From an optimization exercise on the open Yosys and OpenROAD flow, aimed at small area; shortcuts taken in it are not production practice.
Only simulation tests tie the RTL to the original design; equivalence was not proved.
In every run shown here, the design's own scripts or RTL, not TritonCTS, make the clock network.
The clock port is modelled as an ideal driver, which makes a skipped or thinned clock tree look cheaper than it is; a real chip needs a root buffer or a tree.

==> design.v <==
module debounce(
	input reset, clk, in,
	output reg steady,
	output fall);
reg [7:0] q;    
reg old;
wire same = ~(in ^ old);
wire clr = reset | ~same;
wire term = q[0] & q[2] & ~q[3] & q[5] & ~q[6];
assign fall = same & term & steady & ~old;
always @(posedge clk) begin
	old <= in;
	q <= clr ? 8'd0 : {~q[6], ~q[5], ~q[4], q[3], ~q[2], ~q[1], ~q[0], q[7] ^ q[4]};
	if (reset | (same & term)) steady <= in;
end
endmodule
module select_seg(input [10:0] y, output neg, lt15, lt25, output [3:0] hund, tens, ones);
function automatic ltc(input [10:0] v, input [10:0] k);
	integer i; reg r;
	begin r = 1'b0; for (i = 0; i < 11; i = i + 1) r = k[i] ? (~v[i] | r) : (~v[i] & r); ltc = r; end
endfunction
function automatic gec7(input [6:0] v, input [6:0] k);
	integer i; reg r;
	begin r = 1'b1; for (i = 0; i < 7; i = i + 1) r = k[i] ? (v[i] & r) : (v[i] | r); gec7 = r; end
endfunction
assign neg = ltc(y, 11'd504);
assign lt15 = ~neg & ltc(y, 11'd507);
assign lt25 = ~neg & ltc(y, 11'd509);
wire [1:0] l = y[1:0];
wire c = neg & (l[0] | l[1]);
wire v0 = l[0] ^ neg;
wire v1 = l[1] ^ (neg & ~l[0]);
wire [8:0] k = y[10:2];
wire cv_1;
wire cv_2;
wire cv_3;
wire cv_4;
wire cv_5;
wire cv_6;
wire cv_7;
wire cv_8;
wire cv_9;
wire cv_10;
wire cv_11;
wire cv_12;
wire cv_13;
wire cv_14;
wire cv_15;
wire cv_16;
wire cv_17;
wire cv_18;
wire cv_19;
wire cv_20;
wire cv_21;
wire cv_22;
wire cv_23;
wire cv_24;
wire cv_25;
wire cv_26;
wire cv_27;
wire cv_28;
wire cv_29;
wire cv_30;
wire cv_31;
wire cv_32;
wire cv_33;
wire cv_34;
wire cv_35;
wire cv_36;
wire cv_37;
wire cv_38;
wire cv_39;
wire cv_40;
assign cv_1 = k[0] ^ k[5] ^ k[7];
assign cv_2 = (k[0] & k[5]) | (k[7] & (k[0] ^ k[5]));
assign cv_3 = k[1] ^ k[5] ^ k[6];
assign cv_4 = (k[1] & k[5]) | (k[6] & (k[1] ^ k[5]));
assign cv_5 = k[2] ^ k[5] ^ k[6];
assign cv_6 = (k[2] & k[5]) | (k[6] & (k[2] ^ k[5]));
assign cv_7 = k[3] ^ k[6] ^ 1'b1;
assign cv_8 = (k[3] & k[6]) | (1'b1 & (k[3] ^ k[6]));
assign cv_9 = cv_2 ^ cv_3 ^ k[7];
assign cv_10 = (cv_2 & cv_3) | (k[7] & (cv_2 ^ cv_3));
assign cv_11 = cv_4 ^ cv_5 ^ k[8];
assign cv_12 = (cv_4 & cv_5) | (k[8] & (cv_4 ^ cv_5));
assign cv_13 = cv_8 ^ k[4] ^ 1'b1;
assign cv_14 = (cv_8 & k[4]) | (1'b1 & (cv_8 ^ k[4]));
assign cv_15 = cv_10 ^ cv_11 ^ neg;
assign cv_16 = (cv_10 & cv_11) | (neg & (cv_10 ^ cv_11));
assign cv_17 = cv_12 ^ cv_6 ^ cv_7;
assign cv_18 = (cv_12 & cv_6) | (cv_7 & (cv_12 ^ cv_6));
assign cv_19 = cv_1 ^ c;
assign cv_20 = cv_1 & c;
assign cv_21 = cv_9 ^ k[8] ^ cv_20;
assign cv_22 = (cv_9 & k[8]) | (cv_20 & (cv_9 ^ k[8]));
assign cv_23 = cv_15 ^ cv_22;
assign cv_24 = cv_15 & cv_22;
assign cv_25 = cv_16 ^ cv_17 ^ cv_24;
assign cv_26 = (cv_16 & cv_17) | (cv_24 & (cv_16 ^ cv_17));
assign cv_27 = cv_18 ^ cv_13 ^ cv_26;
assign cv_28 = (cv_18 & cv_13) | (cv_26 & (cv_18 ^ cv_13));
assign cv_29 = cv_14 ^ cv_28;
assign cv_30 = cv_14 & cv_28;
assign cv_31 = s[0] ^ d0;
assign cv_32 = s[0] & d0;
assign cv_33 = s[1] ^ d1 ^ cv_32;
assign cv_34 = (s[1] & d1) | (cv_32 & (s[1] ^ d1));
assign cv_35 = s[2] ^ d2 ^ cv_34;
assign cv_36 = (s[2] & d2) | (cv_34 & (s[2] ^ d2));
assign cv_37 = s[3] ^ d3 ^ cv_36;
assign cv_38 = (s[3] & d3) | (cv_36 & (s[3] ^ d3));
assign cv_39 = s[4] ^ d4 ^ cv_38;
assign cv_40 = (s[4] & d4) | (cv_38 & (s[4] ^ d4));
wire [6:0] s = {cv_30, cv_29, cv_27, cv_25, cv_23, cv_21, cv_19};
wire q1 = gec7(s, 7'd25), q2 = gec7(s, 7'd50), q3 = gec7(s, 7'd75);
wire e1 = q2, e0 = (q1 & ~q2) | q3;
wire d0 = e0, d1 = e0 ^ e1, d2 = e0 | e1, d3 = e1 & ~e0, d4 = e1 & e0;
wire [4:0] p = {cv_39, cv_37, cv_35, cv_33, cv_31};
wire [2:0] p1, p0;
assign p1[0] = (~p[2] & ~p[3] & p[4]) | (~p[1] & ~p[2] & p[3] & ~p[4]) | (p[1] & p[2] & ~p[3] & ~p[4]) | (p[0] & p[1] & p[2] & p[3]) | (p[0] & p[2] & ~p[3] & ~p[4]);
assign p0[0] = (p[0] & p[2] & p[4]) | (p[0] & p[1] & ~p[2] & ~p[4]) | (~p[0] & ~p[2] & ~p[3] & p[4]) | (p[0] & ~p[2] & ~p[3] & ~p[4]) | (p[0] & ~p[1] & p[2] & p[3]) | (~p[0] & ~p[1] & ~p[2] & p[3] & ~p[4]) | (~p[0] & p[1] & p[2] & ~p[3] & ~p[4]);
assign p1[1] = (p[1] & p[3]) | (~p[2] & ~p[3] & p[4]) | (p[2] & p[3]);
assign p0[1] = (~p[1] & p[2] & p[3]) | (~p[0] & p[1] & p[4]) | (p[1] & ~p[2] & ~p[3] & ~p[4]) | (p[0] & p[1] & p[2] & ~p[3]) | (~p[0] & ~p[1] & p[3] & ~p[4]) | (p[0] & ~p[1] & ~p[2] & p[4]);
assign p1[2] = (p[2] & p[4]) | (p[3] & p[4]);
assign p0[2] = (p[3] & p[4]) | (p[0] & p[1] & ~p[2] & p[4]) | (p[0] & ~p[1] & ~p[2] & p[3]) | (~p[0] & p[1] & p[2] & p[3]) | (~p[0] & ~p[1] & p[2] & ~p[3] & ~p[4]);
wire w = p1[0] ^ p0[0] ^ k[0] ^ c;
assign hund = {w & (p1[2] | (p1[1] & p1[0])), w ? ~(p1[2] | (p1[1] & p1[0])) : p1[2], w ? (p1[1] ^ p1[0]) : p1[1], p1[0] ^ w};
assign tens = {p0, v1};
assign ones = {1'b0, v0, v0 & neg, v0 ^ neg};
endmodule
module sell_machine_2( 
	input clk,
	input in_5j, in_1y, in_5y,
	input in_buy1, in_buy2,
	input reset, in_refund,
	output reg out_less, out_take, out_money,
	output [2:0] which_seg, output [6:0] seg);
reg shop;                  
reg [5:0] c5, c10, c50;    
reg [5:0] m1, m2;          
reg [13:0] tq;             
wire f5, f10, f50;
wire s5, s10, s50;
debounce de1(reset, clk, in_5j, s5, f5);
debounce de2(reset, clk, in_1y, s10, f10);
debounce de3(reset, clk, in_5y, s50, f50);
function automatic [5:0] inc6(input [5:0] v, input en);
	integer i; reg k;
	begin k = en; for (i = 0; i < 6; i = i + 1) begin inc6[i] = v[i] ^ k; k = k & v[i]; end end
endfunction
function automatic [5:0] dec6(input [5:0] v, input en);
	integer i; reg k;
	begin k = en; for (i = 0; i < 6; i = i + 1) begin dec6[i] = v[i] ^ k; k = k & ~v[i]; end end
endfunction
wire cclr = reset | in_refund;
always @(posedge clk) begin
	c5 <= cclr ? 6'd0 : inc6(c5, f5);
	c10 <= cclr ? 6'd0 : inc6(c10, f10);
	c50 <= cclr ? 6'd0 : inc6(c50, f50);
end
wire [10:0] y;
wire ms_1;
wire ms_2;
wire ms_3;
wire ms_4;
wire ms_5;
wire ms_6;
wire ms_7;
wire ms_8;
wire ms_9;
wire ms_10;
wire ms_11;
wire ms_12;
wire ms_13;
wire ms_14;
wire ms_15;
wire ms_16;
wire ms_17;
wire ms_18;
wire ms_19;
wire ms_20;
wire ms_21;
wire ms_22;
wire ms_23;
wire ms_24;
wire ms_25;
wire ms_26;
wire ms_27;
wire ms_28;
wire ms_29;
wire ms_30;
wire ms_31;
wire ms_32;
wire ms_33;
wire ms_34;
wire ms_35;
wire ms_36;
wire ms_37;
wire ms_38;
wire ms_39;
wire ms_40;
wire ms_41;
wire ms_42;
wire ms_43;
wire ms_44;
wire ms_45;
wire ms_46;
wire ms_47;
wire ms_48;
wire ms_49;
wire ms_50;
wire ms_51;
wire ms_52;
wire ms_53;
wire ms_54;
wire ms_55;
wire ms_56;
wire ms_57;
wire ms_58;
wire ms_59;
wire ms_60;
wire ms_61;
wire ms_62;
wire ms_63;
wire ms_64;
wire ms_65;
wire ms_66;
wire ms_67;
wire ms_68;
wire ms_69;
wire ms_70;
wire ms_71;
wire ms_72;
wire ms_73;
wire ms_74;
wire ms_75;
wire ms_76;
wire ms_77;
wire ms_78;
wire ms_79;
wire ms_80;
wire ms_81;
wire ms_82;
wire ms_83;
wire ms_84;
assign ms_1 = c5[0] ^ m1[0] ^ m2[0];
assign ms_2 = (c5[0] & m1[0]) | (m2[0] & (c5[0] ^ m1[0]));
assign ms_3 = c5[1] ^ c10[0] ^ c50[0];
assign ms_4 = (c5[1] & c10[0]) | (c50[0] & (c5[1] ^ c10[0]));
assign ms_5 = m1[1] ^ m1[0] ^ m2[1];
assign ms_6 = (m1[1] & m1[0]) | (m2[1] & (m1[1] ^ m1[0]));
assign ms_7 = c5[2] ^ c10[1] ^ c50[1];
assign ms_8 = (c5[2] & c10[1]) | (c50[1] & (c5[2] ^ c10[1]));
assign ms_9 = m1[2] ^ m1[1] ^ m2[2];
assign ms_10 = (m1[2] & m1[1]) | (m2[2] & (m1[2] ^ m1[1]));
assign ms_11 = c5[3] ^ c10[2] ^ c50[2];
assign ms_12 = (c5[3] & c10[2]) | (c50[2] & (c5[3] ^ c10[2]));
assign ms_13 = c50[0] ^ m1[3] ^ m1[2];
assign ms_14 = (c50[0] & m1[3]) | (m1[2] & (c50[0] ^ m1[3]));
assign ms_15 = c5[4] ^ c10[3] ^ c50[3];
assign ms_16 = (c5[4] & c10[3]) | (c50[3] & (c5[4] ^ c10[3]));
assign ms_17 = c50[1] ^ m1[4] ^ m1[3];
assign ms_18 = (c50[1] & m1[4]) | (m1[3] & (c50[1] ^ m1[4]));
assign ms_19 = c5[5] ^ c10[4] ^ c50[4];
assign ms_20 = (c5[5] & c10[4]) | (c50[4] & (c5[5] ^ c10[4]));
assign ms_21 = c50[2] ^ m1[5] ^ m1[4];
assign ms_22 = (c50[2] & m1[5]) | (m1[4] & (c50[2] ^ m1[5]));
assign ms_23 = c10[5] ^ c50[5] ^ c50[3];
assign ms_24 = (c10[5] & c50[5]) | (c50[3] & (c10[5] ^ c50[5]));
assign ms_25 = ms_2 ^ ms_3 ^ ms_5;
assign ms_26 = (ms_2 & ms_3) | (ms_5 & (ms_2 ^ ms_3));
assign ms_27 = ms_4 ^ ms_6 ^ ms_7;
assign ms_28 = (ms_4 & ms_6) | (ms_7 & (ms_4 ^ ms_6));
assign ms_29 = ms_8 ^ ms_10 ^ ms_11;
assign ms_30 = (ms_8 & ms_10) | (ms_11 & (ms_8 ^ ms_10));
assign ms_31 = ms_13 ^ m2[3] ^ m2[1];
assign ms_32 = (ms_13 & m2[3]) | (m2[1] & (ms_13 ^ m2[3]));
assign ms_33 = ms_12 ^ ms_14 ^ ms_15;
assign ms_34 = (ms_12 & ms_14) | (ms_15 & (ms_12 ^ ms_14));
assign ms_35 = ms_17 ^ m2[4] ^ m2[2];
assign ms_36 = (ms_17 & m2[4]) | (m2[2] & (ms_17 ^ m2[4]));
assign ms_37 = ms_16 ^ ms_18 ^ ms_19;
assign ms_38 = (ms_16 & ms_18) | (ms_19 & (ms_16 ^ ms_18));
assign ms_39 = ms_21 ^ m2[5] ^ m2[3];
assign ms_40 = (ms_21 & m2[5]) | (m2[3] & (ms_21 ^ m2[5]));
assign ms_41 = ms_20 ^ ms_22 ^ ms_23;
assign ms_42 = (ms_20 & ms_22) | (ms_23 & (ms_20 ^ ms_22));
assign ms_43 = ms_24 ^ c50[4] ^ m2[5];
assign ms_44 = (ms_24 & c50[4]) | (m2[5] & (ms_24 ^ c50[4]));
assign ms_45 = ms_26 ^ ms_27 ^ ms_9;
assign ms_46 = (ms_26 & ms_27) | (ms_9 & (ms_26 ^ ms_27));
assign ms_47 = ms_28 ^ ms_29 ^ ms_31;
assign ms_48 = (ms_28 & ms_29) | (ms_31 & (ms_28 ^ ms_29));
assign ms_49 = ms_30 ^ ms_32 ^ ms_33;
assign ms_50 = (ms_30 & ms_32) | (ms_33 & (ms_30 ^ ms_32));
assign ms_51 = ms_34 ^ ms_36 ^ ms_37;
assign ms_52 = (ms_34 & ms_36) | (ms_37 & (ms_34 ^ ms_36));
assign ms_53 = ms_38 ^ ms_40 ^ ms_41;
assign ms_54 = (ms_38 & ms_40) | (ms_41 & (ms_38 ^ ms_40));
assign ms_55 = ms_48 ^ ms_49 ^ ms_35;
assign ms_56 = (ms_48 & ms_49) | (ms_35 & (ms_48 ^ ms_49));
assign ms_57 = ms_50 ^ ms_51 ^ ms_39;
assign ms_58 = (ms_50 & ms_51) | (ms_39 & (ms_50 ^ ms_51));
assign ms_59 = ms_52 ^ ms_53 ^ m1[5];
assign ms_60 = (ms_52 & ms_53) | (m1[5] & (ms_52 ^ ms_53));
assign ms_61 = ms_54 ^ ms_42 ^ ms_43;
assign ms_62 = (ms_54 & ms_42) | (ms_43 & (ms_54 ^ ms_42));
assign ms_63 = ms_58 ^ ms_59 ^ m2[4];
assign ms_64 = (ms_58 & ms_59) | (m2[4] & (ms_58 ^ ms_59));
assign ms_65 = ms_62 ^ ms_44 ^ c50[5];
assign ms_66 = (ms_62 & ms_44) | (c50[5] & (ms_62 ^ ms_44));
assign ms_67 = ms_64 ^ ms_60 ^ ms_61;
assign ms_68 = (ms_64 & ms_60) | (ms_61 & (ms_64 ^ ms_60));
assign ms_69 = ms_45 ^ m2[0];
assign ms_70 = ms_45 & m2[0];
assign ms_71 = ms_46 ^ ms_47 ^ ms_70;
assign ms_72 = (ms_46 & ms_47) | (ms_70 & (ms_46 ^ ms_47));
assign ms_73 = ms_55 ^ ms_72;
assign ms_74 = ms_55 & ms_72;
assign ms_75 = ms_56 ^ ms_57 ^ ms_74;
assign ms_76 = (ms_56 & ms_57) | (ms_74 & (ms_56 ^ ms_57));
assign ms_77 = ms_63 ^ ms_76;
assign ms_78 = ms_63 & ms_76;
assign ms_79 = ms_67 ^ ms_78;
assign ms_80 = ms_67 & ms_78;
assign ms_81 = ms_68 ^ ms_65 ^ ms_80;
assign ms_82 = (ms_68 & ms_65) | (ms_80 & (ms_68 ^ ms_65));
assign ms_83 = ms_66 ^ ms_82;
assign ms_84 = ms_66 & ms_82;
assign y = {ms_84, ms_83, ms_81, ms_79, ms_77, ms_75, ms_73, ms_71, ms_69, ms_25, ms_1};
wire neg, lt15, lt25;
wire [3:0] hund, tens, ones;
select_seg conv(y, neg, lt15, lt25, hund, tens, ones);
wire busy = out_take | out_less | out_money;
wire idle = ~busy & ~shop;
wire done = tq[13] & tq[12] & ~tq[11] & ~tq[10] & ~tq[9] & tq[7] & tq[5] & ~tq[4] & tq[2] & ~tq[1] & ~tq[0];
always @(posedge clk) begin
	tq <= (reset | ~busy | done) ? 14'd0 : {tq[12:0], ~(tq[13] ^ tq[4] ^ tq[1])};
end
wire go1 = idle & in_buy1;
wire go2 = idle & ~in_buy1 & in_buy2;
wire gor = idle & ~in_buy1 & ~in_buy2 & in_refund;
wire ok1 = go1 & ~lt15;
wire ok2 = go2 & ~lt25;
always @(posedge clk) begin
	if (reset) begin
		shop <= 0; out_take <= 0; out_less <= 0; out_money <= 0;
	end else begin
		shop <= ok1 | ok2;
		out_take <= shop | (out_take & ~done);
		out_less <= (go1 & lt15) | (go2 & lt25) | (out_less & ~done);
		out_money <= gor | (out_money & ~done);
	end
	m1 <= (reset | gor) ? 6'h3f : dec6(m1, ok1);
	m2 <= (reset | gor) ? 6'h3f : dec6(m2, ok2);
end
reg [4:0] times;
reg first;
reg [3:0] dig, shown;
wire t_h = (times == 5'd30), t_t = (times == 5'd8), t_o = (times == 5'd17);
wire t_show = (times == 5'd1) | (times == 5'd11) | (times == 5'd21);
always @(posedge clk) begin
	first <= reset;
	if (reset) begin
		times <= 0; dig <= 0; shown <= 0;
	end else begin
		times <= t_h ? 5'd0 : times + 1'd1;
		if (t_h) dig <= hund;
		else if (t_t) dig <= tens;
		else if (t_o) dig <= ones;
		if (t_show) shown <= dig;
	end
end
assign which_seg[0] = (times[0] & ~times[4]) | (times[1] & ~times[4]) | (~times[2] & ~times[3] & times[4]) | (times[3] & ~times[4]) | (~times[0] & ~times[1] & times[2] & ~times[3]) | (first);
assign which_seg[1] = (~times[3] & ~times[4]) | (times[3] & times[4]) | (times[1] & times[2] & times[4]) | (~times[0] & ~times[2] & ~times[4]) | (times[0] & times[2] & times[4]) | (~times[1] & ~times[2] & times[3]);
assign which_seg[2] = (times[4]) | (times[2] & times[3]) | (times[0] & times[1] & times[3]) | (~times[0] & ~times[1] & ~times[2] & ~times[3] & ~first);
wire [6:0] pat;
assign pat[0] = (~shown[0] & ~shown[1] & shown[2]) | (shown[0] & ~shown[1] & ~shown[2] & ~shown[3]);
assign pat[1] = (~shown[0] & shown[1] & shown[2]) | (shown[0] & ~shown[1] & shown[2]);
assign pat[2] = (~shown[0] & shown[1] & ~shown[2]);
assign pat[3] = (~shown[0] & ~shown[1] & shown[2]) | (shown[0] & shown[1] & shown[2]) | (shown[0] & ~shown[1] & ~shown[2] & ~shown[3]);
assign pat[4] = (shown[0]) | (~shown[1] & shown[2]);
assign pat[5] = (shown[1] & ~shown[2]) | (shown[0] & shown[1]) | (shown[0] & ~shown[2] & ~shown[3]);
assign pat[6] = (~shown[1] & ~shown[2] & ~shown[3]) | (shown[0] & shown[1] & shown[2]);
assign seg = pat;
endmodule
==> flow/run.sh <==
#!/bin/bash
# Own layout flow: the standard ORFS flow, with an area-oriented ABC mapping script
# (and no pre-mapping ABC pass in Yosys) and a clock tree without dummy loads.
set -euo pipefail
W=$(pwd)
rm -rf "$W/scripts_own"
cp -r "$FLOW_HOME/scripts" "$W/scripts_own"
cp "$W/flow/abc_area.script" "$W/scripts_own/abc_area.script"
sed -i "s|^log_cmd clock_tree_synthesis .*|source $W/flow/own_cts.tcl|" "$W/scripts_own/cts.tcl"
grep -q own_cts.tcl "$W/scripts_own/cts.tcl"
export OWN_CLOCK_LEAF=sky130_fd_sc_hd__clkbuf_4 OWN_CLOCK_ROOT=sky130_fd_sc_hd__clkbuf_8 OWN_CLOCK_CLUSTERS=10
export CTS_ARGS="-sink_clustering_enable -repair_clock_nets -dont_use_dummy_load -buf_list sky130_fd_sc_hd__clkbuf_8"
export BUFFER_PORTS_ARGS="-buffer_cell sky130_fd_sc_hd__buf_1"
bash standard.sh SCRIPTS_DIR="$W/scripts_own" SYNTH_ARGS=-noabc ABC_AREA=1 finish > "$W/standard_flow.log" 2>&1
==> flow/abc_area.script <==
strash
dc2
&get -n
&st
&dch -f
&nf -R 1000 -a
&put
topo
==> flow/own_cts.tcl <==
# Clock tree: the flip-flops are split into clusters by position (k-means); each cluster gets
# a leaf clock buffer at its centre, and one root buffer at the centre of the leaves drives them.
set block [ord::get_db_block]
set db [ord::get_db]
set dbu [$block getDbUnitsPerMicron]
set clknet [$block findNet clk]
set ffs {}
foreach it [$clknet getITerms] {
  lappend ffs $it
}
set pts {}
foreach it $ffs {
  set bb [[$it getInst] getBBox]
  lappend pts [list [expr {([$bb xMin] + [$bb xMax]) / 2.0}] [expr {([$bb yMin] + [$bb yMax]) / 2.0}]]
}
set n [llength $ffs]
set k $::env(OWN_CLOCK_CLUSTERS)
# initial centres: spread over the sorted order by x then y
set order [lsort -real -index 0 [lmap p $pts i [lsearch -all $pts *] {list [lindex $p 0] [lindex $p 1]}]]
set cents {}
for {set c 0} {$c < $k} {incr c} {
  lappend cents [lindex $order [expr {int(($c + 0.5) * $n / $k)}]]
}
for {set iter 0} {$iter < 50} {incr iter} {
  set assign {}
  foreach p $pts {
    set best 0; set bd 1e30
    for {set c 0} {$c < $k} {incr c} {
      set cc [lindex $cents $c]
      set d [expr {abs([lindex $p 0] - [lindex $cc 0]) + abs([lindex $p 1] - [lindex $cc 1])}]
      if {$d < $bd} { set bd $d; set best $c }
    }
    lappend assign $best
  }
  set new {}
  for {set c 0} {$c < $k} {incr c} {
    set sx 0; set sy 0; set m 0
    foreach p $pts a $assign { if {$a == $c} { set sx [expr {$sx + [lindex $p 0]}]; set sy [expr {$sy + [lindex $p 1]}]; incr m } }
    if {$m > 0} { lappend new [list [expr {$sx / $m}] [expr {$sy / $m}]] } else { lappend new [lindex $cents $c] }
  }
  set cents $new
}
set leafm [$db findMaster $::env(OWN_CLOCK_LEAF)]
set rootm [$db findMaster $::env(OWN_CLOCK_ROOT)]
set rootnet [odb::dbNet_create $block clk_root]
$rootnet setSigType CLOCK
set rx 0; set ry 0
for {set c 0} {$c < $k} {incr c} {
  set cc [lindex $cents $c]
  set buf [odb::dbInst_create $block $leafm clkbuf_leaf_$c]
  set lnet [odb::dbNet_create $block clk_leaf_$c]
  $lnet setSigType CLOCK
  [$buf findITerm A] connect $rootnet
  [$buf findITerm X] connect $lnet
  set m 0
  foreach it $ffs a $assign { if {$a == $c} { $it disconnect; $it connect $lnet; incr m } }
  $buf setLocation [expr {int([lindex $cc 0])}] [expr {int([lindex $cc 1])}]
  $buf setPlacementStatus PLACED
  set rx [expr {$rx + [lindex $cc 0]}]; set ry [expr {$ry + [lindex $cc 1]}]
  puts "own_cts: leaf $c drives $m flip-flops at [expr {[lindex $cc 0] / $dbu}] [expr {[lindex $cc 1] / $dbu}]"
}
set root [odb::dbInst_create $block $rootm clkbuf_root]
[$root findITerm A] connect $clknet
[$root findITerm X] connect $rootnet
$root setLocation [expr {int($rx / $k)}] [expr {int($ry / $k)}]
$root setPlacementStatus PLACED
set_propagated_clock [all_clocks]
==> standard.sh <==
#!/bin/bash
# synth_recipe.tcl (not shown) runs the flow's synth.tcl, then flattens the netlist and writes it again
# the make line also repeats each setting of config.mk as NAME=value (left out here)
make -C /OpenROAD-flow-scripts/flow DESIGN_CONFIG=/design/flow/config.mk WORK_HOME=/design/flow/orfs CLKGATE_MAP_FILE= SYNTH_SCRIPT=/design/flow/synth_recipe.tcl "${@:-finish}"
==> config.mk <==
export PLATFORM = sky130hd
export DESIGN_NAME = sell_machine_2
export DESIGN_NICKNAME = sell_machine_2
export VERILOG_FILES = /design/flow/design.v
export SDC_FILE = /design/flow/constraint.sdc
export NUM_CORES = 4
export LEC_CHECK = 0
export ABC_AREA = 1
export CAP_MARGIN = 20
export CORE_MARGIN = 2
export CORE_UTILIZATION = 40
export SLEW_MARGIN = 20
==> constraint.sdc <==
create_clock -name core_clock -period 20.0 [get_ports {clk}]
set_input_delay 4.0000 -clock core_clock [delete_from_list [all_inputs] [get_ports {clk}]]
set_output_delay 4.0000 -clock core_clock [all_outputs]
set_load 0.01 [all_outputs]
==> run summary, run 1 <==
----------------------------------------------------
[Status]
  Status ... complete, no violations

[Timing]
  Slew headroom ... 0.391
  Worst Slack Setup Final ... 8.99 ns
  Unrepaired setup endpoints after global routing ... false
  Final setup violating endpoints ... 0
  Final worst path period share ... 0.551
  Number of hold violations in the final report ... 0
  Worst clock skew on the final layout ... 0.0528 ns
  Minimum clock period after layout ... 11.01 ns
  Worst-Margin Slew ... 0.911 ns
  Max-slew violations ... 0
  Highest achievable clock rate ... 90.8 MHz
  Setup_tns ... 0 ns

[Logic synthesis]
  Ranking of synthesized cells by instance count ... 89 x dfxtp_1, 59 x nor2_1, 50 x fa_1, 50 x ha_1, 37 x clkinv_1
  Most used standard cell by instance count after synthesis ... dfxtp_1
  Synth top area share ... 0.352
  Share of flip-flops with an asynchronous set or reset after synthesis ... 0
  Number of instances in the synthesized netlist ... 486
  Area leader, netlist ... dfxtp_1
  Portion of the post-synthesis area used by sequential elements ... 0.370
  Warnings from Yosys ... 3
  Syn Nets ... 594
  Netlist cell types ... 35
  Average cell area after synthesis ... 10.4 sq um
  Count of state elements after synthesis ... 92
  Number of flops mapped to enable cells by yosys ... 3
  Leading post-synthesis cells by cell area ... dfxtp_1 35%, fa_1 20%, ha_1 12%, nor2_1 4.4%, and2_0 3.6%
  Top flip-flop cell by instance count after synthesis ... dfxtp_1
  Synthesized area ... 5060 sq um

[Floorplan]
  Core outline area ... 12500 sq um
  Initial core utilization ... 0.406
  Die height ... 116 um
  Die Wd ... 116 um
  Die area ... 13600 sq um
  Number of placed I/O pins ... 21
  Floorplan row count ... 41

[Cells and area]
  Fillers ... 1198
  Sequential cell area ... 1870 sq um
  Share of cells above drive strength 1 ... 0.0251
  Nets ... 628
  Number of antenna diodes ... 0
  Area taken by multi-input logic gates ... 3050 sq um
  P&R area growth vs syn ... 7.74%

[Setup path]
  Arrival time of the worst setup path ... 11.30 ns
  Dominant delay contributor by cell family on the critical path ... adder cells
  Reg2Reg Setup Slack ... 8.99 ns
  Crit path required time ... 20.29 ns
  Worst-path maximum fanout ... 9
  Crit-path most repeated cell ... fa_1
  Category of the worst setup path capture point ... flop
  Critical path class ... reg2reg
  Stage delay of the slowest cell on the critical path ... 0.69 ns
  Critical R2R Launch ... c50[5]$_SDFF_PP0_
  R2r worst-path depth ... 34
  Slowest library cell on the worst path ... fa_1
  Capture point of the worst reg-to-reg path ... dig[1]$_SDFFE_PP0P_
  Critical path startpoint category ... flop
  Worst path bufs/invs ... 3

[Hold path]
  Tightest Hold Check Type ... reg2reg
  Start point of the worst min-delay path ... de2.q[1]$_SDFF_PP0_
  Worst Hold Path EP ... de2.q[2]$_SDFF_PP0_
  Number of cells on the worst hold path ... 1

[Global routing]
  GRT met3 Usage ... 0.0166
  GRT Util Overall ... 0.126
  Grt ovf ... 0
  Antenna violations before repair ... 0
  GR Util met2 ... 0.243
  Global-route wire length before repair ... 14100 um
  Busiest metal layer after global routing ... met2
  Met1 global-route usage ... 0.149
  Pin count of the biggest net entering global routing ... 24
  Vias in the first global route ... 3343

[Place]
  Placer congestion estimate ... 0.783
  Pre-CTS worst setup slack ... 8.94 ns
  Placed wire-length estimate after detailed placement ... 6750 um
  Port bufs ... 20

[Drt]
  Aggregate routed wire length ... 8190 um
  Total number of vias ... 3319
  Number of DRC markers after the initial detailed-route iteration ... 118
  Count of antenna-violating nets left after detailed routing ... 0
  Remaining DRCs ... 0
  Drt via density ... 4.81
  Final routed wire length divided by cell count ... 11.9 um
  DRT Pass-1 Iters ... 5

[Clock tree]
  Clock edge transition at the registers on the reported setup and hold paths ... 0.11 ns
  PostCTS Resize Cnt ... 0
  Buffer count from post-CTS setup fixing ... 0
  Hold bufs inserted after CTS ... 0
  Source-to-sink clock delay at the later pin of the worst-skew pair ... 0.39 ns

[Job]
  Count of max-cap constraint violations ... 0

----------------------------------------------------
## how the worst max path moves through the flow
stage	slack (ns)	cells after the start	endpoint	startpoint
after detailed placement	8.94	34	dig[1]$_SDFFE_PP0P_	c50[5]$_SDFF_PP0_
after global routing	8.34	34	dig[1]$_SDFFE_PP0P_	c50[5]$_SDFF_PP0_
after global placement	9.25	35	dig[1]$_SDFFE_PP0P_	c50[5]$_SDFF_PP0_
final	8.99	34	dig[1]$_SDFFE_PP0P_	c50[5]$_SDFF_PP0_
after floorplan	9.56	35	dig[1]$_SDFFE_PP0P_	c10[5]$_SDFF_PP0_
after CTS	8.93	34	dig[1]$_SDFFE_PP0P_	c50[5]$_SDFF_PP0_
## routing by layer
layer | vias up | wire length, um
met5 | - | 0
met4 | 0 | 209
met3 | 24 | 316
met2 | 52 | 4170
met1 | 1563 | 3490
li1 | 1680 | -
## worst register-to-register path: cells and delay by family, from the launching register on
kind	cells	cell delay, ns
DFF	1	0.43
buffers and inverters	3	0.29
xor gates and xnor gates	2	0.42
and+or+nand+nor	3	0.61
adders and majority gates	19	7.86
muxes	1	0.34
AOI/OAI and AO/OA	6	0.94
## per-stage QoR
step,util,instances,hold WS [ns],instance area (sq um)
floorplan,-,486,0.368,5060
global placement,0.430,679,0.372,5360
detailed placement,0.430,679,0.386,5360
CTS,0.437,690,0.396,5450
global route,0.437,690,0.406,5450
finish,0.437,690,0.390,5450
## cell usage in the layout, fill, tap and decap left out, types with 2 or more instances in the layout
cell	synthesis	final
fa_1	50	50
mux2i_1	3	3
a31oi_1	2	2
nand4_1	6	6
o22ai_1	2	2
clkinv_1	37	37
clkbuf_4	0	10
ha_1	50	50
a221oi_1	2	2
nand2b_1	10	10
dfxtp_1	89	89
xnor2_1	15	15
nor3b_1	8	7
a32oi_1	3	3
and2_0	29	29
edfxtp_1	3	3
o21ai_0	14	14
a21oi_1	27	27
nor2b_1	5	5
nand3b_1	2	2
nor3_1	9	9
buf_1	0	20
mux2_1	2	2
nand3_1	8	8
nor2_1	59	59
nor4_1	3	3
xor2_1	6	6
nand2_1	33	33
## final cells by class
cell class | instances | share of cell area
tap | 172 | 0.0395
sequential | 92 | 0.343
multi-input combinational | 357 | 0.560
buffer | 11 | 0.0163
timing repair buffer | 21 | 0.0151
inverter | 37 | 0.0255
## registers in the layout (all words and copies together), names as in the netlist, 4 cells and up
name and cells:
m2 6, c10 6, m1 6, times 5, dig 4, de1.q 8
c5 6, c50 6, de3.q 8, shown 4, tq 14, de2.q 8
## cells by family after synthesis
logic type | synth area share
buffers and inverters | 0.0274
xor gates and xnor gates | 0.0364
muxes | 0.0104
AOI/OAI and AO/OA | 0.0673
and+or+nand+nor | 0.167
adders and majority gates | 0.321
DFF | 0.370
==> inputs of run 2 (changes only) <==
--- a/flow/run.sh
+++ b/flow/run.sh
@@ -9,5 +9,5 @@
 sed -i "s|^log_cmd clock_tree_synthesis .*|source $W/flow/own_cts.tcl|" "$W/scripts_own/cts.tcl"
 grep -q own_cts.tcl "$W/scripts_own/cts.tcl"
-export OWN_CLOCK_LEAF=sky130_fd_sc_hd__clkbuf_4 OWN_CLOCK_ROOT=sky130_fd_sc_hd__clkbuf_8 OWN_CLOCK_CLUSTERS=10
+export OWN_CLOCK_LEAF=sky130_fd_sc_hd__clkbuf_8 OWN_CLOCK_ROOT=sky130_fd_sc_hd__clkbuf_4 OWN_CLOCK_CLUSTERS=6
 export CTS_ARGS="-sink_clustering_enable -repair_clock_nets -dont_use_dummy_load -buf_list sky130_fd_sc_hd__clkbuf_8"
 export BUFFER_PORTS_ARGS="-buffer_cell sky130_fd_sc_hd__buf_1"
==> run 2 against run 1 <==
  * Die area stayed put
  * Area after synthesis stayed put
  * Synthesized cell count stayed put
  * Still clean
  * Routed wire length is 0.78% higher
  * Critical path type unchanged
  * Via count is 0.66% lower
  * First-iteration DRC count is 17% higher
==> run summary, run 2 <==
----------------------------------------------------
[Status]
  Status ... complete, no violations

[Job]
  Count of max-cap constraint violations ... 0 (unchanged)

[Place]
  Placer congestion estimate ... 0.783 (unchanged)
  Placed wire-length estimate after detailed placement ... 6750 um (unchanged)
  Port bufs ... 20 (unchanged)

[Floorplan]
  Die Wd ... 116 um (unchanged)
  Core outline area ... 12500 sq um (unchanged)
  Die height ... 116 um (unchanged)
  Number of placed I/O pins ... 21 (unchanged)
  Initial core utilization ... 0.406 (unchanged)
  Floorplan row count ... 41 (unchanged)
  Die area ... 13600 sq um (unchanged)

[Hold path]
  Start point of the worst min-delay path ... de2.q[1]$_SDFF_PP0_
  Number of cells on the worst hold path ... 1 (unchanged)
  Worst Hold Path EP ... de2.q[2]$_SDFF_PP0_
  Tightest Hold Check Type ... reg2reg

[Cells and area]
  Commonest cells after routing, fill and taps aside ... 89 x dfxtp_1, 59 x nor2_1, 50 x fa_1, 50 x ha_1, 37 x clkinv_1
  P&R area growth vs syn ... 7.76% (about the same)
  Most frequent standard cell in the layout excluding fill and tap cells ... dfxtp_1
  Number of antenna diodes ... 0 (unchanged)
  Largest register FFs ... 14 (unchanged)
  Nets ... 624 (-0.64%)
  Top reg by flops ... tq
  Share of cells above drive strength 1 ... 0.0175 (-0.00759)

[Setup path]
  Crit-path most repeated cell ... fa_1
  Reg2Reg Setup Slack ... 8.98 ns (about the same)
  Capture point of the worst reg-to-reg path ... dig[1]$_SDFFE_PP0P_
  Critical path startpoint category ... flop
  Worst-path maximum fanout ... 6 (-3)
  R2r worst-path depth ... 35 (+2.9%)
  Stage delay of the slowest cell on the critical path ... 0.59 ns (-0.10 ns)
  Arrival time of the worst setup path ... 11.34 ns (+0.04 ns)
  Critical R2R Launch ... c50[5]$_SDFF_PP0_
  Crit path required time ... 20.32 ns (+0.03 ns)
  Category of the worst setup path capture point ... flop
  Critical path class ... reg2reg
  Slowest library cell on the worst path ... fa_1

[Timing]
  Setup_tns ... 0 ns (unchanged)
  Highest achievable clock rate ... 90.7 MHz (about the same)
  Worst clock skew on the final layout ... 0.0155 ns (-0.0373 ns)
  Slew headroom ... 0.380 (-0.0104)
  Minimum clock period after layout ... 11.02 ns (+0.00876 ns)
  Worst-Margin Slew ... 0.926 ns (+0.0155 ns)
  Number of hold violations in the final report ... 0 (unchanged)
  Final worst path period share ... 0.551 (about the same)
  Final setup violating endpoints ... 0 (unchanged)
  Max-slew violations ... 0 (unchanged)
  Unrepaired setup endpoints after global routing ... false

[Logic synthesis]
  Syn Nets ... 594 (unchanged)
  Synth top area share ... 0.352 (unchanged)
  Synthesized area ... 5060 sq um (unchanged)
  Area leader, netlist ... dfxtp_1
  Leading post-synthesis cells by cell area ... dfxtp_1 35%, fa_1 20%, ha_1 12%, nor2_1 4.4%, and2_0 3.6%
  Number of instances in the synthesized netlist ... 486 (unchanged)
  Netlist cell types ... 35 (unchanged)
  Number of flops mapped to enable cells by yosys ... 3 (unchanged)
  Count of state elements after synthesis ... 92 (unchanged)
  Portion of the post-synthesis area used by sequential elements ... 0.370 (unchanged)
  Top flip-flop cell by instance count after synthesis ... dfxtp_1
  Most used standard cell by instance count after synthesis ... dfxtp_1
  Warnings from Yosys ... 3 (unchanged)
  Average cell area after synthesis ... 10.4 sq um (unchanged)
  Ranking of synthesized cells by instance count ... 89 x dfxtp_1, 59 x nor2_1, 50 x fa_1, 50 x ha_1, 37 x clkinv_1
  Share of flip-flops with an asynchronous set or reset after synthesis ... 0 (unchanged)

[Global routing]
  Antenna violations before repair ... 0 (unchanged)
  Global-route wire length before repair ... 14100 um (unchanged)
  GRT Util Overall ... 0.126 (+0.000221)
  Vias in the first global route ... 3307 (-1.1%)
  Pin count of the biggest net entering global routing ... 24 (unchanged)
  Grt ovf ... 0 (unchanged)

[Drt]
  DRT Pass-1 Iters ... 5 (unchanged)
  Total number of vias ... 3297 (-0.66%)
  Final routed wire length divided by cell count ... 12.0 um (+1.4%)
  Drt via density ... 4.81 (about the same)
  Number of DRC markers after the initial detailed-route iteration ... 138 (+17%)
  Remaining DRCs ... 0 (unchanged)
  Aggregate routed wire length ... 8250 um (+0.78%)
  Count of antenna-violating nets left after detailed routing ... 0 (unchanged)

[Clock tree]
  Hold bufs inserted after CTS ... 0 (unchanged)
  Buffer count from post-CTS setup fixing ... 0 (unchanged)
  Source-to-sink clock delay at the later pin of the worst-skew pair ... 0.43 ns (+0.04 ns)
  Clock edge transition at the registers on the reported setup and hold paths ... 0.09 ns (-0.02 ns)
  PostCTS Resize Cnt ... 0 (unchanged)

----------------------------------------------------
## run 2: cell types whose count changed in the layout (fill, tap and decap cells not counted), sizes merged
cell / previous run / this run
clkbuf: 11 / 7
## run 2: area by class of cell
type | count | area [sq um]
buffer | 7 | 90.1
fill | 1202 | 7010
multi-input combinational | 357 | 3050
inverter | 37 | 139
tap | 172 | 215
timing repair buffer | 21 | 82.6
sequential | 92 | 1870
## run 2: worst max path at each step
stage,from,end,slack (ns),cells after the start
final,c50[5]$_SDFF_PP0_,dig[1]$_SDFFE_PP0P_,8.98,35
after global routing,c50[5]$_SDFF_PP0_,dig[1]$_SDFFE_PP0P_,8.33,34
after CTS,c50[5]$_SDFF_PP0_,dig[1]$_SDFFE_PP0P_,8.94,34
after detailed placement,c50[5]$_SDFF_PP0_,dig[1]$_SDFFE_PP0P_,8.94,34
after global placement,c50[5]$_SDFF_PP0_,dig[1]$_SDFFE_PP0P_,9.25,35
after floorplan,c10[5]$_SDFF_PP0_,dig[1]$_SDFFE_PP0P_,9.56,35
## run 2: logic make-up (layout without fill, tap and decap cells)
kind of cell / after synthesis / count (layout) / synth area share
AO/OA/AOI/OAI: 58 / 58 / 0.0673
AND/OR/NAND/NOR: 173 / 173 / 0.167
buffers and inverters: 37 / 65 / 0.0274
XOR/XNOR: 21 / 21 / 0.0364
adder cells (fa/ha/maj): 100 / 100 / 0.321
flip-flops: 92 / 92 / 0.370
multiplexers: 5 / 5 / 0.0104
## run 2: routing by layer
layer | track usage | wire length [um] | up-vias
li1 | - | - | 1671
met1 | 0.151 | 3580 | 1556
met2 | 0.244 | 4190 | 50
met3 | 0.0166 | 330 | 20
met4 | 0.0206 | 148 | 0
met5 | 0 | 0 | -
## run 2: worst max-delay path, delay by kind of cell (launching register included)
family	cells	cell delay, ns
compound gates	5	0.82
xor+xnor	4	1.05
flops	1	0.42
fa+ha+maj	19	7.59
simple gates	3	0.39
mux	1	0.34
buf+inv	3	0.29
## run 2: stage by stage
| step | cells | instance area [sq um] | setup WS [ns] | hold WS [ns] | util |
|---|---|---|---|---|---|
| 2_1_floorplan | 486 | 5060 | 9.56 | 0.368 | - |
| 3_3_place_gp | 679 | 5360 | 9.25 | 0.372 | 0.430 |
| 3_5_place_dp | 679 | 5360 | 8.94 | 0.386 | 0.430 |
| 4_1_cts | 686 | 5450 | 8.94 | 0.396 | 0.437 |
| 5_1_grt | 686 | 5450 | 8.33 | 0.408 | 0.437 |
| 6_report | 686 | 5450 | 8.98 | 0.390 | 0.437 |

==> afterwards: timing with drivers on the ports <==
The flow's constraints put no driver on any port. The routed layouts listed below were extracted and timed again, unchanged, in two steps. Step 1 sets driving cells, clkbuf_16 on the clock port and buf_2 on the other inputs (assumed; they add their load-dependent delay and slew). Step 2 moves the port delays by t, midway between the first and last clock arrival at a register: inputs arrive t later, outputs are due t later. That takes back most of the time a late clock gives input paths. a / b / c = ideal ports / drivers / drivers and shift; a / b = the first two.
run | t, ns | setup slack, ns | hold WS [ns] | latest minus earliest clock arrival (ns)
run 1 | 0.396 | 8.987 / 8.987 / 8.987 | 0.390 / 0.390 / 0.390 | 0.052 / 0.053
run 2 | 0.451 | 8.978 / 8.978 / 8.978 | 0.390 / 0.390 / 0.390 | 0.015 / 0.016
After both steps setup and hold are still met in every run listed.
